Context: an optimization exercise on an open-source flow, tuned for a short achievable clock period and few clock cycles. The choices shown serve that exercise and are no tape-out recipe. Only the layout flow was run in this run; the RTL was not checked for function there. No activity file was given, so power comes from the tool's default toggle rates.

==> flow/design.v <==
`timescale 1ns / 1ps
 `timescale 1ns / 1ps
module if_stage(
  input  wire          clk,
  input  wire          rst,
  input  wire [15 : 0] fp,
  input  wire [63 : 0] rdata,
  input  wire          upd,
  input  wire [15 : 0] upd_pc,
  input  wire          upd_taken,
  output wire [31 : 0] inst,
  output wire          pred,
  output wire [15 : 0] tgt
);
  reg  [31 : 0] bt_valid;
  reg  [31 : 0] bt_bit;
  reg  [3 : 0]  bt_tag [0 : 31];
  always @(posedge clk) begin
    if (rst) begin
      bt_valid <= 32'd0;
    end else if (upd) begin
      bt_valid[upd_pc[6 : 2]] <= 1'b1;
    end
    if (upd) begin
      bt_bit[upd_pc[6 : 2]] <= upd_taken;
      bt_tag[upd_pc[6 : 2]] <= upd_pc[10 : 7];
    end
  end
  wire bt_hit   = bt_valid[fp[6 : 2]] & (bt_tag[fp[6 : 2]] == fp[10 : 7]);
  wire bt_taken = bt_bit[fp[6 : 2]];
  wire [31 : 0] lo = rdata[31 : 0];
  wire [31 : 0] hi = rdata[63 : 32];
  function [15 : 0] joff(input [31 : 0] i);
    joff = {i[15 : 12], i[20], i[30 : 21], 1'b0};
  endfunction
  function [15 : 0] boff(input [31 : 0] i);
    boff = {{4{i[31]}}, i[7], i[30 : 25], i[11 : 8], 1'b0};
  endfunction
  function bpred(input [31 : 0] i, input hit, input taken);
    bpred = hit ? taken : (i[31] | (i[14 : 12] == 3'b001) | (i[14 : 12] == 3'b111));
  endfunction
  wire [15 : 0] tj_lo = fp + joff(lo);
  wire [15 : 0] tb_lo = fp + boff(lo);
  wire [15 : 0] tj_hi = fp + joff(hi);
  wire [15 : 0] tb_hi = fp + boff(hi);
  wire pj_lo = (lo[6 : 0] == 7'b1101111);
  wire pb_lo = (lo[6 : 0] == 7'b1100011) & bpred(lo, bt_hit, bt_taken);
  wire pj_hi = (hi[6 : 0] == 7'b1101111);
  wire pb_hi = (hi[6 : 0] == 7'b1100011) & bpred(hi, bt_hit, bt_taken);
  assign inst = fp[2] ? hi : lo;
  assign pred = fp[2] ? (pj_hi | pb_hi) : (pj_lo | pb_lo);
  assign tgt  = fp[2] ? (hi[3] ? tj_hi : tb_hi) : (lo[3] ? tj_lo : tb_lo);
endmodule
 `timescale 1ns / 1ps
module id_stage(
  input  wire [31 : 0] inst,
  output wire [4 : 0]  rs1,
  output wire [4 : 0]  rs2,
  output wire [4 : 0]  rd,
  output wire          uses_rs1,
  output wire          uses_rs2,
  output wire          b_is_rs2,    
  output wire [63 : 0] imm,         
  output wire [63 : 0] pcimm,       
  output wire          is_lui,
  output wire          is_auipc,
  output wire          is_jal,
  output wire          is_jalr,
  output wire          is_branch,
  output wire          is_load,
  output wire          is_store,
  output wire          wen,         
  output wire          sub,
  output wire          sel_add,
  output wire          sel_slt,
  output wire          sel_sltu,
  output wire          sel_and,
  output wire          sel_or,
  output wire          sel_xor,
  output wire          sel_sll,
  output wire          sel_sr,
  output wire          sra,
  output wire          word,
  output wire          sel_early
);
  wire [6 : 0] op = inst[6 : 0];
  wire [2 : 0] f3 = inst[14 : 12];
  assign rs1 = inst[19 : 15];
  assign rs2 = inst[24 : 20];
  assign rd  = inst[11 : 7];
  assign is_lui    = (op == 7'b0110111);
  assign is_auipc  = (op == 7'b0010111);
  assign is_jal    = (op == 7'b1101111);
  assign is_jalr   = (op == 7'b1100111);
  assign is_branch = (op == 7'b1100011);
  assign is_load   = (op == 7'b0000011);
  assign is_store  = (op == 7'b0100011);
  wire is_opimm    = (op == 7'b0010011);
  wire is_opimm32  = (op == 7'b0011011);
  wire is_op       = (op == 7'b0110011);
  wire is_op32     = (op == 7'b0111011);
  wire alu_r = is_op | is_op32;
  wire alu_i = is_opimm | is_opimm32;
  wire alu   = alu_r | alu_i;
  assign uses_rs1 = ~(is_lui | is_auipc | is_jal);
  assign uses_rs2 = alu_r | is_branch | is_store;
  assign b_is_rs2 = alu_r | is_branch;
  assign wen      = ~(is_branch | is_store);
  wire [63 : 0] imm_i = {{52{inst[31]}}, inst[31 : 20]};
  wire [63 : 0] imm_s = {{52{inst[31]}}, inst[31 : 25], inst[11 : 7]};
  wire [63 : 0] imm_b = {{52{inst[31]}}, inst[7], inst[30 : 25], inst[11 : 8], 1'b0};
  wire [63 : 0] imm_j = {{44{inst[31]}}, inst[19 : 12], inst[20], inst[30 : 21], 1'b0};
  wire [63 : 0] imm_u = {{32{inst[31]}}, inst[31 : 12], 12'b0};
  assign imm   = is_store ? imm_s : imm_i;
  assign pcimm = is_branch ? imm_b : is_jal ? imm_j : imm_u;
  assign word      = is_op32 | is_opimm32;
  assign sub       = is_op & inst[30] & (f3 == 3'b000) | is_op32 & inst[30] & (f3 == 3'b000);
  assign sel_add   = (alu & (f3 == 3'b000)) | is_load | is_store;
  assign sel_slt   = alu & (f3 == 3'b010);
  assign sel_sltu  = alu & (f3 == 3'b011);
  assign sel_xor   = alu & (f3 == 3'b100);
  assign sel_or    = alu & (f3 == 3'b110);
  assign sel_and   = alu & (f3 == 3'b111);
  assign sel_sll   = alu & (f3 == 3'b001);
  assign sel_sr    = alu & (f3 == 3'b101);
  assign sra       = inst[30];
  assign sel_early = is_lui | is_auipc | is_jal | is_jalr;
endmodule
 `timescale 1ns / 1ps
module exe_stage(
  input  wire [63 : 0] a,           
  input  wire [63 : 0] b,           
  input  wire            sub,         
  input  wire            sel_add,
  input  wire            sel_slt,
  input  wire            sel_sltu,
  input  wire            sel_and,
  input  wire            sel_or,
  input  wire            sel_xor,
  input  wire            sel_sll,
  input  wire            sel_sr,
  input  wire            sra,         
  input  wire            word,        
  input  wire            sel_early,   
  input  wire [63 : 0] early,
  input  wire [2 : 0]    f3,          
  output wire [63 : 0] sum,         
  output wire [63 : 0] result,
  output wire            taken
);
  wire [63 : 0] addsub = sub ? (a - b) : (a + b);
  assign sum = a + b;
  wire eq  = (a == b);
  wire ltu = (a < b);
  wire lt  = ($signed(a) < $signed(b));
  wire [5 : 0]    shamt = word ? {1'b0, b[4 : 0]} : b[5 : 0];
  wire [63 : 0] sa    = word ? {{32{sra & a[31]}}, a[31 : 0]} : a;
  wire [64 : 0]   sr65  = $signed({sra & sa[63], sa}) >>> shamt;
  wire [63 : 0] srv   = sr65[63 : 0];
  wire [63 : 0] slv   = a << shamt;
  wire [63 : 0] r =
      ({64{sel_add}}   & addsub)
    | ({64{sel_slt}}   & {63'd0, lt})
    | ({64{sel_sltu}}  & {63'd0, ltu})
    | ({64{sel_and}}   & (a & b))
    | ({64{sel_or}}    & (a | b))
    | ({64{sel_xor}}   & (a ^ b))
    | ({64{sel_sll}}   & slv)
    | ({64{sel_sr}}    & srv)
    | ({64{sel_early}} & early);
  assign result = word ? {{32{r[31]}}, r[31 : 0]} : r;
  reg t;
  always @(*) begin
    case (f3)
      3'b000:  t = eq;
      3'b001:  t = ~eq;
      3'b100:  t = lt;
      3'b101:  t = ~lt;
      3'b110:  t = ltu;
      3'b111:  t = ~ltu;
      default: t = 1'b0;
    endcase
  end
  assign taken = t;
endmodule
 `timescale 1ns / 1ps
module regfile(
  input  wire            clk,
  input  wire            rst,
  input  wire [4 : 0]    w_addr,
  input  wire [63 : 0] w_data,
  input  wire            w_ena,
  input  wire [31 : 0]   r_sel1,      
  output reg  [63 : 0] r_data1,
  input  wire [31 : 0]   r_sel2,
  output reg  [63 : 0] r_data2
);
  reg [64 * 32 - 1 : 0] regs;         
  integer k;
  always @(posedge clk) begin
    for (k = 1; k < 32; k = k + 1) begin
      if (rst)
        regs[k * 64 +: 64] <= 64'h00000000_00000000;
      else if (w_ena && (w_addr == k))
        regs[k * 64 +: 64] <= w_data;
    end
  end
  always @(*) begin
    r_data1 = 64'h00000000_00000000;
    r_data2 = 64'h00000000_00000000;
    for (k = 1; k < 32; k = k + 1) begin
      r_data1 = r_data1 | ({64{r_sel1[k]}} & regs[k * 64 +: 64]);
      r_data2 = r_data2 | ({64{r_sel2[k]}} & regs[k * 64 +: 64]);
    end
  end
endmodule
 `timescale 1ns / 1ps
module SimTop(
    input         clock,
    input         reset,
    output [63:0] imem_addr,
    input  [63:0] imem_rdata,
    output [63:0] dmem_addr,
    input  [63:0] dmem_rdata,
    output        dmem_wen,
    output [63:0] dmem_wdata,
    output [63:0] dmem_wmask,
    output        commit_valid,
    output [63:0] commit_pc,
    output [31:0] commit_inst,
    output        commit_wen,
    output [4:0]  commit_wdest,
    output [63:0] commit_wdata
);
reg  [15:0] fp;                        
reg         d_valid;
reg  [31:0] d_ir;
reg         d_pred;
reg  [63:0] d_pc;                      
reg  [63:0] d_imm, d_pcimm;
reg         d_is_lui, d_is_auipc, d_is_jalr, d_is_load, d_is_store, d_is_branch;
reg         d_b_is_rs2, d_wen, d_rfw, d_early, d_brx;
reg         d_sub, d_sel_add, d_sel_slt, d_sel_sltu, d_sel_and, d_sel_or, d_sel_xor;
reg         d_sel_sll, d_sel_sr, d_sra, d_word;
reg  [31:0] d_oh1, d_oh2;              
reg         d_m1x, d_m1m, d_m1w, d_m2x, d_m2m, d_m2w;
reg         d_e1;                      
reg         d_l1m;                     
reg         d_stall;                   
reg         d_rs1z;                    
reg         x_valid;
reg  [63:0] x_pc;
reg  [31:0] x_ir;
reg         x_wen, x_rfw, x_load, x_store, x_brx, x_jalr, x_pred, x_early_sel;
reg  [63:0] x_a, x_b, x_sd;
reg         x_fa_m, x_fa_w, x_fb_m, x_fb_w, x_fs_m, x_fs_w;
reg         x_sub, x_sel_add, x_sel_slt, x_sel_sltu, x_sel_and, x_sel_or, x_sel_xor;
reg         x_sel_sll, x_sel_sr, x_sra, x_word;
reg  [63:0] x_early;
reg  [63:0] x_tgt;                     
reg  [63:0] x_pc4;                     
reg         m_valid;
reg  [63:0] m_pc;
reg  [31:0] m_ir;
reg         m_wen, m_rfw, m_load, m_brx, m_taken;
reg  [63:0] m_res;
reg         m_dwen;
reg  [63:0] m_wdata;
reg  [7:0]  m_bmask;
reg         w_valid;
reg  [63:0] w_pc;
reg  [31:0] w_ir;
reg         w_wen, w_rfw;
reg  [63:0] w_data;
reg         p_x, p_d;
reg         px_jalr, px_taken;
reg  [63:0] px_sum, px_tgt, px_pc4;
reg  [63:0] pd_base, pd_imm;
wire [4:0] d_rd = d_ir[11:7];
wire [4:0] x_rd = x_ir[11:7];
wire [4:0] m_rd = m_ir[11:7];
wire [4:0] w_rd = w_ir[11:7];
wire [31:0] f_inst;
wire        f_pred;
wire [15:0] f_tgt;
if_stage If_stage(
  .clk       (clock),
  .rst       (reset),
  .fp        (fp),
  .rdata     (imem_rdata),
  .upd       (m_valid & m_brx),
  .upd_pc    (m_pc[15:0]),
  .upd_taken (m_taken),
  .inst      (f_inst),
  .pred      (f_pred),
  .tgt       (f_tgt)
);
wire [4:0]  f_rs1, f_rs2, f_rd;
wire        f_uses_rs1, f_uses_rs2, f_b_is_rs2;
wire [63:0] f_imm, f_pcimm;
wire        f_is_lui, f_is_auipc, f_is_jal, f_is_jalr, f_is_branch, f_is_load, f_is_store, f_wen;
wire        f_sub, f_sel_add, f_sel_slt, f_sel_sltu, f_sel_and, f_sel_or, f_sel_xor;
wire        f_sel_sll, f_sel_sr, f_sra, f_word, f_sel_early;
id_stage Id_stage(
  .inst      (f_inst),
  .rs1       (f_rs1),
  .rs2       (f_rs2),
  .rd        (f_rd),
  .uses_rs1  (f_uses_rs1),
  .uses_rs2  (f_uses_rs2),
  .b_is_rs2  (f_b_is_rs2),
  .imm       (f_imm),
  .pcimm     (f_pcimm),
  .is_lui    (f_is_lui),
  .is_auipc  (f_is_auipc),
  .is_jal    (f_is_jal),
  .is_jalr   (f_is_jalr),
  .is_branch (f_is_branch),
  .is_load   (f_is_load),
  .is_store  (f_is_store),
  .wen       (f_wen),
  .sub       (f_sub),
  .sel_add   (f_sel_add),
  .sel_slt   (f_sel_slt),
  .sel_sltu  (f_sel_sltu),
  .sel_and   (f_sel_and),
  .sel_or    (f_sel_or),
  .sel_xor   (f_sel_xor),
  .sel_sll   (f_sel_sll),
  .sel_sr    (f_sel_sr),
  .sra       (f_sra),
  .word      (f_word),
  .sel_early (f_sel_early)
);
wire f_m1x = d_valid & d_rfw & (d_rd == f_rs1);
wire f_m1m = x_valid & x_rfw & (x_rd == f_rs1);
wire f_m1w = m_valid & m_rfw & (m_rd == f_rs1);
wire f_m2x = d_valid & d_rfw & (d_rd == f_rs2);
wire f_m2m = x_valid & x_rfw & (x_rd == f_rs2);
wire f_m2w = m_valid & m_rfw & (m_rd == f_rs2);
wire [31:0] f_oh1 = 32'd1 << f_rs1;
wire [31:0] f_oh2 = 32'd1 << f_rs2;
assign imem_addr = {d_pc[63:16], fp};
wire [63:0] rf_r1, rf_r2;
regfile Regfile(
  .clk     (clock),
  .rst     (reset),
  .w_addr  (w_rd),
  .w_data  (w_data),
  .w_ena   (w_valid & w_rfw),
  .r_sel1  (d_oh1),
  .r_data1 (rf_r1),
  .r_sel2  (d_oh2),
  .r_data2 (rf_r2)
);
wire [63:0] d_r1 = d_m1w ? w_data : rf_r1;
wire [63:0] d_r2 = d_m2w ? w_data : rf_r2;
wire stall = d_valid & d_stall;
wire d_j_ok = d_is_jalr & ~(d_m1x & ~d_e1) & ~(~d_m1x & d_m1m & d_l1m);
wire [63:0] d_jbase = d_m1x ? x_early : d_m1m ? m_res : d_r1;
wire [15:0] d_jlo   = d_jbase[15:0] + d_imm[15:0];
wire d_redirect = d_valid & d_j_ok;
wire [63:0] d_pcadd = d_pc + d_pcimm;
wire [63:0] d_pc4   = d_pc + 64'd4;
wire [63:0] d_npc   = d_pred ? d_pcadd : d_pc4;
wire [63:0] d_earlyv = d_is_lui ? d_pcimm : d_is_auipc ? d_pcadd : d_pc4;
wire [63:0] x_av = x_fa_m ? m_res : x_fa_w ? w_data : x_a;
wire [63:0] x_bv = x_fb_m ? m_res : x_fb_w ? w_data : x_b;
wire [63:0] x_sv = x_fs_m ? m_res : x_fs_w ? w_data : x_sd;
wire [63:0] x_sum, x_result;
wire        x_taken;
exe_stage Exe_stage(
  .a         (x_av),
  .b         (x_bv),
  .sub       (x_sub),
  .sel_add   (x_sel_add),
  .sel_slt   (x_sel_slt),
  .sel_sltu  (x_sel_sltu),
  .sel_and   (x_sel_and),
  .sel_or    (x_sel_or),
  .sel_xor   (x_sel_xor),
  .sel_sll   (x_sel_sll),
  .sel_sr    (x_sel_sr),
  .sra       (x_sra),
  .word      (x_word),
  .sel_early (x_early_sel),
  .early     (x_early),
  .f3        (x_ir[14:12]),
  .sum       (x_sum),
  .result    (x_result),
  .taken     (x_taken)
);
wire x_redirect = x_valid & (x_jalr | (x_brx & (x_taken != x_pred)));
wire [15:0] x_tlo = x_jalr ? {x_sum[15:1], 1'b0} : (x_taken ? x_tgt[15:0] : x_pc4[15:0]);
reg [63:0] x_wdata;
reg [7:0]  x_bmask;
always @(*) begin
  case (x_ir[13:12])
    2'b00:   begin x_wdata = {8{x_sv[7:0]}};  x_bmask = 8'b0000_0001 << x_sum[2:0]; end
    2'b01:   begin x_wdata = {4{x_sv[15:0]}}; x_bmask = 8'b0000_0011 << x_sum[2:0]; end
    2'b10:   begin x_wdata = {2{x_sv[31:0]}}; x_bmask = 8'b0000_1111 << x_sum[2:0]; end
    default: begin x_wdata = x_sv;            x_bmask = 8'b1111_1111; end
  endcase
end
assign dmem_addr  = m_res;
assign dmem_wen   = m_dwen;
assign dmem_wdata = m_wdata;
assign dmem_wmask = {{8{m_bmask[7]}}, {8{m_bmask[6]}}, {8{m_bmask[5]}}, {8{m_bmask[4]}},
                     {8{m_bmask[3]}}, {8{m_bmask[2]}}, {8{m_bmask[1]}}, {8{m_bmask[0]}}};
wire [63:0] m_sh = dmem_rdata >> {m_res[2:0], 3'b000};
reg  [63:0] m_ld;
always @(*) begin
  case (m_ir[14:12])
    3'b000:  m_ld = {{56{m_sh[7]}},  m_sh[7:0]};
    3'b001:  m_ld = {{48{m_sh[15]}}, m_sh[15:0]};
    3'b010:  m_ld = {{32{m_sh[31]}}, m_sh[31:0]};
    3'b100:  m_ld = {56'd0, m_sh[7:0]};
    3'b101:  m_ld = {48'd0, m_sh[15:0]};
    3'b110:  m_ld = {32'd0, m_sh[31:0]};
    default: m_ld = dmem_rdata;
  endcase
end
wire [63:0] m_data = m_load ? m_ld : m_res;
assign commit_valid = w_valid;
assign commit_pc    = w_pc;
assign commit_inst  = w_ir;
assign commit_wen   = w_wen;
assign commit_wdest = w_rd;
assign commit_wdata = w_data;
always @(posedge clock) begin
  if (reset) begin
    fp      <= 16'h0000;               
    d_valid <= 1'b0;
    d_pc    <= 64'h00000000_80000000;
    x_valid <= 1'b0;
    m_valid <= 1'b0;
    m_dwen  <= 1'b0;
    w_valid <= 1'b0;
    p_x     <= 1'b0;
    p_d     <= 1'b0;
  end else begin
    if (x_redirect)
      fp <= x_tlo;
    else if (d_redirect)
      fp <= {d_jlo[15:1], 1'b0};
    else if (!stall)
      fp <= f_pred ? f_tgt : fp + 16'd4;
    if (x_redirect | d_redirect)
      d_valid <= 1'b0;
    else if (!stall)
      d_valid <= 1'b1;
    p_x <= x_redirect;
    p_d <= d_redirect & ~x_redirect;
    if (p_x)
      d_pc <= px_jalr ? {px_sum[63:1], 1'b0} : (px_taken ? px_tgt : px_pc4);
    else if (p_d)
      d_pc <= (pd_base + pd_imm) & ~64'd1;
    else if (d_valid & ~stall & ~d_redirect)
      d_pc <= d_npc;
    x_valid <= d_valid & ~stall & ~x_redirect;
    m_valid <= x_valid;
    m_dwen  <= x_valid & x_store;
    w_valid <= m_valid;
  end
  if (!stall) begin
    d_ir        <= f_inst;
    d_pred      <= f_pred;
    d_imm       <= f_imm;
    d_pcimm     <= f_pcimm;
    d_is_lui    <= f_is_lui;
    d_is_auipc  <= f_is_auipc;
    d_is_jalr   <= f_is_jalr;
    d_is_load   <= f_is_load;
    d_is_store  <= f_is_store;
    d_is_branch <= f_is_branch;
    d_b_is_rs2  <= f_b_is_rs2;
    d_wen       <= f_wen;
    d_rfw       <= f_wen & (f_rd != 5'd0);
    d_early     <= f_sel_early;
    d_brx       <= f_is_branch & (f_pcimm != 64'd4);
    d_sub       <= f_sub;
    d_sel_add   <= f_sel_add;
    d_sel_slt   <= f_sel_slt;
    d_sel_sltu  <= f_sel_sltu;
    d_sel_and   <= f_sel_and;
    d_sel_or    <= f_sel_or;
    d_sel_xor   <= f_sel_xor;
    d_sel_sll   <= f_sel_sll;
    d_sel_sr    <= f_sel_sr;
    d_sra       <= f_sra;
    d_word      <= f_word;
    d_oh1       <= f_oh1;
    d_oh2       <= f_oh2;
    d_m1x       <= f_m1x;
    d_m1m       <= f_m1m;
    d_m1w       <= f_m1w;
    d_m2x       <= f_m2x;
    d_m2m       <= f_m2m;
    d_m2w       <= f_m2w;
    d_e1        <= f_m1x & d_early;
    d_l1m       <= f_m1m & x_load;
    d_stall     <= (f_uses_rs1 & f_m1x & d_is_load) | (f_uses_rs2 & f_m2x & d_is_load);
    d_rs1z      <= (f_rs1 == 5'd0);
  end else begin
    d_m1x   <= 1'b0;
    d_m1m   <= d_m1x;
    d_m1w   <= d_m1m;
    d_m2x   <= 1'b0;
    d_m2m   <= d_m2x;
    d_m2w   <= d_m2m;
    d_e1    <= 1'b0;
    d_l1m   <= d_m1x;                  
    d_stall <= 1'b0;
  end
  x_pc        <= d_pc;
  x_ir        <= d_ir;
  x_wen       <= d_wen;
  x_rfw       <= d_rfw;
  x_load      <= d_is_load;
  x_store     <= d_is_store;
  x_brx       <= d_brx;
  x_jalr      <= d_is_jalr & ~d_j_ok;
  x_pred      <= d_pred;
  x_early_sel <= d_early;
  x_a         <= d_r1;
  x_b         <= d_b_is_rs2 ? d_r2 : d_imm;
  x_sd        <= d_r2;
  x_fa_m      <= d_m1x;
  x_fa_w      <= ~d_m1x & d_m1m;
  x_fb_m      <= d_b_is_rs2 & d_m2x;
  x_fb_w      <= d_b_is_rs2 & ~d_m2x & d_m2m;
  x_fs_m      <= d_m2x;
  x_fs_w      <= ~d_m2x & d_m2m;
  x_sub       <= d_sub;
  x_sel_add   <= d_sel_add;
  x_sel_slt   <= d_sel_slt;
  x_sel_sltu  <= d_sel_sltu;
  x_sel_and   <= d_sel_and;
  x_sel_or    <= d_sel_or;
  x_sel_xor   <= d_sel_xor;
  x_sel_sll   <= d_sel_sll;
  x_sel_sr    <= d_sel_sr;
  x_sra       <= d_sra;
  x_word      <= d_word;
  x_early     <= d_earlyv;
  x_tgt       <= d_pcadd;
  x_pc4       <= d_pc4;
  pd_base <= d_jbase;
  pd_imm  <= d_imm;
  px_jalr  <= x_jalr;
  px_taken <= x_taken;
  px_sum   <= x_sum;
  px_tgt   <= x_tgt;
  px_pc4   <= x_pc4;
  m_pc    <= x_pc;
  m_ir    <= x_ir;
  m_wen   <= x_wen;
  m_rfw   <= x_rfw;
  m_load  <= x_load;
  m_brx   <= x_brx;
  m_taken <= x_taken;
  m_res   <= x_result;
  m_wdata <= x_wdata;
  m_bmask <= x_bmask;
  w_pc   <= m_pc;
  w_ir   <= m_ir;
  w_wen  <= m_wen;
  w_rfw  <= m_rfw;
  w_data <= m_data;
end
endmodule
==> flow/flow/run.sh <==
#!/bin/bash
set -euo pipefail
MARGIN=$(cat flow/margin.txt)
sed "s|CLKGATE_MAP_FILE= |CLKGATE_MAP_FILE= SETUP_SLACK_MARGIN=${MARGIN} |" standard.sh > standard_margin.sh
bash standard_margin.sh finish > flow_make.log 2>&1
==> flow/flow/margin.txt <==
11
==> flow/standard.sh <==
#!/bin/bash
# synth_recipe.tcl (not shown) runs the flow's synth.tcl, then flattens the netlist and writes it again
# the make line also repeats each setting of config.mk as NAME=value (left out here)
make -C /OpenROAD-flow-scripts/flow DESIGN_CONFIG=/design/flow/config.mk WORK_HOME=/design/flow/orfs CLKGATE_MAP_FILE= SYNTH_SCRIPT=/design/flow/synth_recipe.tcl "${@:-finish}"
==> flow/config.mk <==
export PLATFORM = sky130hd
export DESIGN_NAME = SimTop
export DESIGN_NICKNAME = SimTop
export VERILOG_FILES = /design/flow/design.v
export SDC_FILE = /design/flow/constraint.sdc
export NUM_CORES = 8
export LEC_CHECK = 0
export CAP_MARGIN = 20
export CORE_MARGIN = 2
export CORE_UTILIZATION = 35
export SLEW_MARGIN = 20
export TNS_END_PERCENT = 100
==> flow/constraint.sdc <==
create_clock -name core_clock -period 15.5 [get_ports {clock}]
set_input_delay 3.1000 -clock core_clock [delete_from_list [all_inputs] [get_ports {clock}]]
set_output_delay 3.1000 -clock core_clock [all_outputs]
set_load 0.01 [all_outputs]
==> impl_metrics.yaml <==
sta:
  rsz0062_at_grt: "yes"
  finClkSkew_ns: 0.159
  setup_viol: 0
  timing.fmax_ghz: 0.183
  max_slew_margin_pct: 0.661
  period_share_pct: 35.3
  tns_ns: 0
  hold_viol: 0
  holdWs_ns: 0.310
  tightest_slew_ns: 1.48
  period_needed_ns: 5.47
  slew_viol_final: 0
cts:
  htree_levels: 5
  cts-root-buf: "clkbuf_16"
  clk_pin_slew_ns: 0.06
  cts_sinks: 3585
  cts_buffers: 395
  cts_max_path_buffers: 4
  tritoncts: "done"
  insertion_delay_ns: 1.18
floorplanning:
  die_y_um: 714
  io-pin-count: 554
  rows: 260
  die_area_mm2: 0.509
  die_x_um: 714
  initial_core_util_pct: 35.1
  core_area_mm2: 0.501
worst_setup_path:
  startpoint_type: "flip-flop"
  worst_path_max_delay_cell: "buf_8"
  crit_type: "reg -> reg"
  path_cells: "buf_12, buf_8, a22oi_1, nand4_1, nor3_1, buf_4, a21oi_1, mux2i_2, o21ai_0, ha_1, and2_1, and4_1, a32o_1, a31oi_2, nor4b_4, o31ai_1, xnor2_1, nor2_1, o31ai_1"
  crit_arrival_ns: 6.44
  cp-end-kind: "flip-flop"
  cp_max_fo: 43
  cp_common_cell: "o31ai_1"
  cp_top_family: "compound AO/OA/AOI/OAI gates"
  cp_data_required_time_ns: 16.47
  cp_num_buf_inv: 3
  slowest_delay_ns: 0.50
layout:
  largest_reg_flops: 1984
  area_growth_pct: 23.1
  nets: 22400
  top_register: "Regfile.regs"
  drive_gt1_share_pct: 16.4
detailed_routing:
  ant_nets: 1
  drtIter0Drc: 43600
  drc: 0
  drt_pass1_iterations: 17
  vias: 204000
  vias_per_cell: 6.98
  wl_per_cell_um: 41.2
  routed_wl_um: 1200000
global_routing:
  grt_max_degree: 209
  grt_pass1_wl_um: 1580000
  grt_pass1_vias: 178000
  grt-ovfl-total: 0
  antenna_found_initial: 188
  grtUsageTotal_pct: 44.6
power_and_ir_drop:
  p_per_area_mw_per_mm2: 108
  leakagePower_nw: 78.1
  vdd_drop_max_mv: 0.104
logic_synthesis:
  synthesis.instances: 21700
  synth_area_leader_cell: "dfxtp_1"
  synth_top_area_share_pct: 37.2
  yosysUniqueCellTypes: 91
  synth_nets: 22200
  yosys_register_bits: 3585
  synth_area_per_cell_um2: 8.12
  ys_top_cells_by_area: "dfxtp_1 37%, nand2_1 10%, a21oi_1 8.4%"
  yosys_warnings: 4
  synth_area_mm2: 0.176
  synth.yosys.seq_area_share_pct: 42.5
  synth_edf_count: 310
  synth_ff_type: "dfxtp_1"
  synthArstFlopShare_pct: 0
placed_design:
  hpwl_um: 716000
  gp_congestion: 1.05
  port_buffers: 553
status:
  violations: "antenna rules, capacitance limit"
  outcome: "complete, but fails checks"
min_path:
  hold_class: "reg -> reg"
flow_run:
  drv_cap: 1
==> cell families (layout without fill, tap and decap cells) <==
kind of cell | count (synthesis) | count (layout) | share of synthesized area [%]
DFF | 3585 | 3585 | 42.5
and+or+nand+nor | 7069 | 7070 | 16.5
xor gates and xnor gates | 351 | 351 | 1.74
AOI/OAI and AO/OA | 6904 | 6909 | 25.4
other | 0 | 305 | 0
muxes | 899 | 899 | 5.65
adders and majority gates | 363 | 363 | 2.60
buffers and inverters | 2519 | 3063 | 5.63
==> per-layer routing <==
metal,global-route usage [%],up-vias,share of wire [%]
met5,8.40,-,0.38
met4,42.1,119,13
li1,-,78000,-
met1,49.8,96700,33
met3,24.6,7614,17
met2,58.4,21400,37
==> synthesized netlist by cell type, types with 71 or more instances <==
cell      count
a22oi_1     706
xor2_1       98
mux2i_1     725
buf_1       291
nand2_1    4924
mux2_2      108
o21ai_0     643
o21a_1      155
dfxtp_1    3275
a211oi_1    231
inv_1       451
nor2b_1      71
nor2_1      945
nand4_1     314
o211ai_1    109
clkbuf_1   1622
a31oi_1      80
o21bai_1     74
a21o_1      179
nand3_1     261
a221oi_1    691
a22o_1      656
a21oi_1    2968
ha_1        357
nor3_1      232
buf_4       110
xnor2_1     253
edfxtp_1    310
==> area by class of cell <==
type,instances,area [µm²]
Sequential cell,3585,75800
Antenna cell,305,763
Clock buffer,541,11300
Fill cell,49200,284000
Multi-Input combinational cell,15600,96000
Timing Repair inverter,2,17.5
Timing Repair Buffer,1876,20600
Inverter,466,1810
Clock inverter,178,2310
Tap cell,6681,8360
==> layout by cell type (no fill, tap or decap), types with 68 or more instances in the layout <==
cell             instances
nor2_1                 887
buf_6                  459
edfxtp_1               310
xor2_1                  96
o21ai_1                 72
clkbuf_1                68
clkinv_2                76
a22o_1                 656
clkbuf_16              415
xnor2_1                242
o21bai_1                68
a22oi_1                698
o211ai_1               109
ha_1                   290
a21oi_1               2835
a21oi_2                116
mux2i_1                663
o21ai_0                555
o21a_1                 121
inv_1                  433
nand3_1                248
mux2_2                  94
dfxtp_2                128
nor3_1                 193
a211oi_1               211
a221oi_1               682
buf_4                  918
a21o_1                 178
clkdlybuf4s50_1         85
buf_12                 135
buf_2                   68
dfxtp_1               2954
nand4_1                314
diode_2                305
nand2_1               4891
dfxtp_4                193
==> worst reg2reg max path, stage by stage, from the launching register on <==
cell	delay, ns
edfxtp_1	0.39
buf_12	0.48
buf_8	0.59
a22oi_1	0.22
nand4_1	0.15
nor3_1	0.06
buf_4	0.20
a21oi_1	0.44
mux2i_2	0.22
o21ai_0	0.36
ha_1	0.35
and2_1	0.20
and4_1	0.23
a32o_1	0.26
a31oi_2	0.23
nor4b_4	0.27
o31ai_1	0.13
xnor2_1	0.28
nor2_1	0.16
o31ai_1	0.23
==> path summary, 6_finish.rpt <==
path | start | end | slack (ns) | cells after the start
setup / recovery | d_oh1[14] | fp[15] | 10.03 | 19
hold / removal | x_rfw | m_rfw | 0.31 | 0
setup reg to reg | d_oh1[14] | fp[15] | 10.03 | 19
hold reg to reg | x_rfw | m_rfw | 0.31 | 0
==> what timing repair did <==
action                      CTS  global route
hold buffers                  0             0
gates cloned                 78             9
setup buffers               522           112
hold endpoints to repair      0             0
setup endpoints to repair  1582           916
pin swaps                   102           136
resized for setup          3427           495
==> per-stage QoR <==
step | utilization, % | total power, mW | cells | cell area [µm²] | setup WS, ns
CTS | 42.5 | 23.0 | 28800 | 213000 | 10.06
global placement | 37.6 | 12.7 | 27500 | 188000 | 8.08
detailed placement | 37.6 | 12.7 | 27500 | 188000 | 8.03
finish | 43.3 | 23.5 | 29200 | 217000 | 10.03
floorplan | - | 11.4 | 21700 | 177000 | 9.61
global route | 43.2 | 23.7 | 29000 | 216000 | 10.04
==> power breakdown <==
group,switching [mW],internal (mW),total (mW)
combinational,2.35,1.07,3.41
clock,4.48,5.75,10.2
sequential,0.284,9.59,9.88
total,7.11,16.4,23.5

==> re-timing with driven ports <==
The flow's constraints put no driver on any port. The routed layout listed below was extracted and timed again, unchanged, in two steps. Step 1 assumes that a clkbuf_16 drives the clock port and a buf_2 every other input. Step 2 moves the port delays by t, midway between the first and last clock arrival at a register: inputs arrive t later, outputs are due t later. That takes back most of the time a late clock gives input paths. Three values: ideal, step 1, step 2; two values: the first two.
shift t [ns]: 1.236
setup slack, ns: 10.027 / 10.027 / 9.123
worst register clock-pin slew, ns: 0.08 / 0.08
The setup slack of this run moves by 0.000 ns with the drivers and by -0.904 ns with both steps.
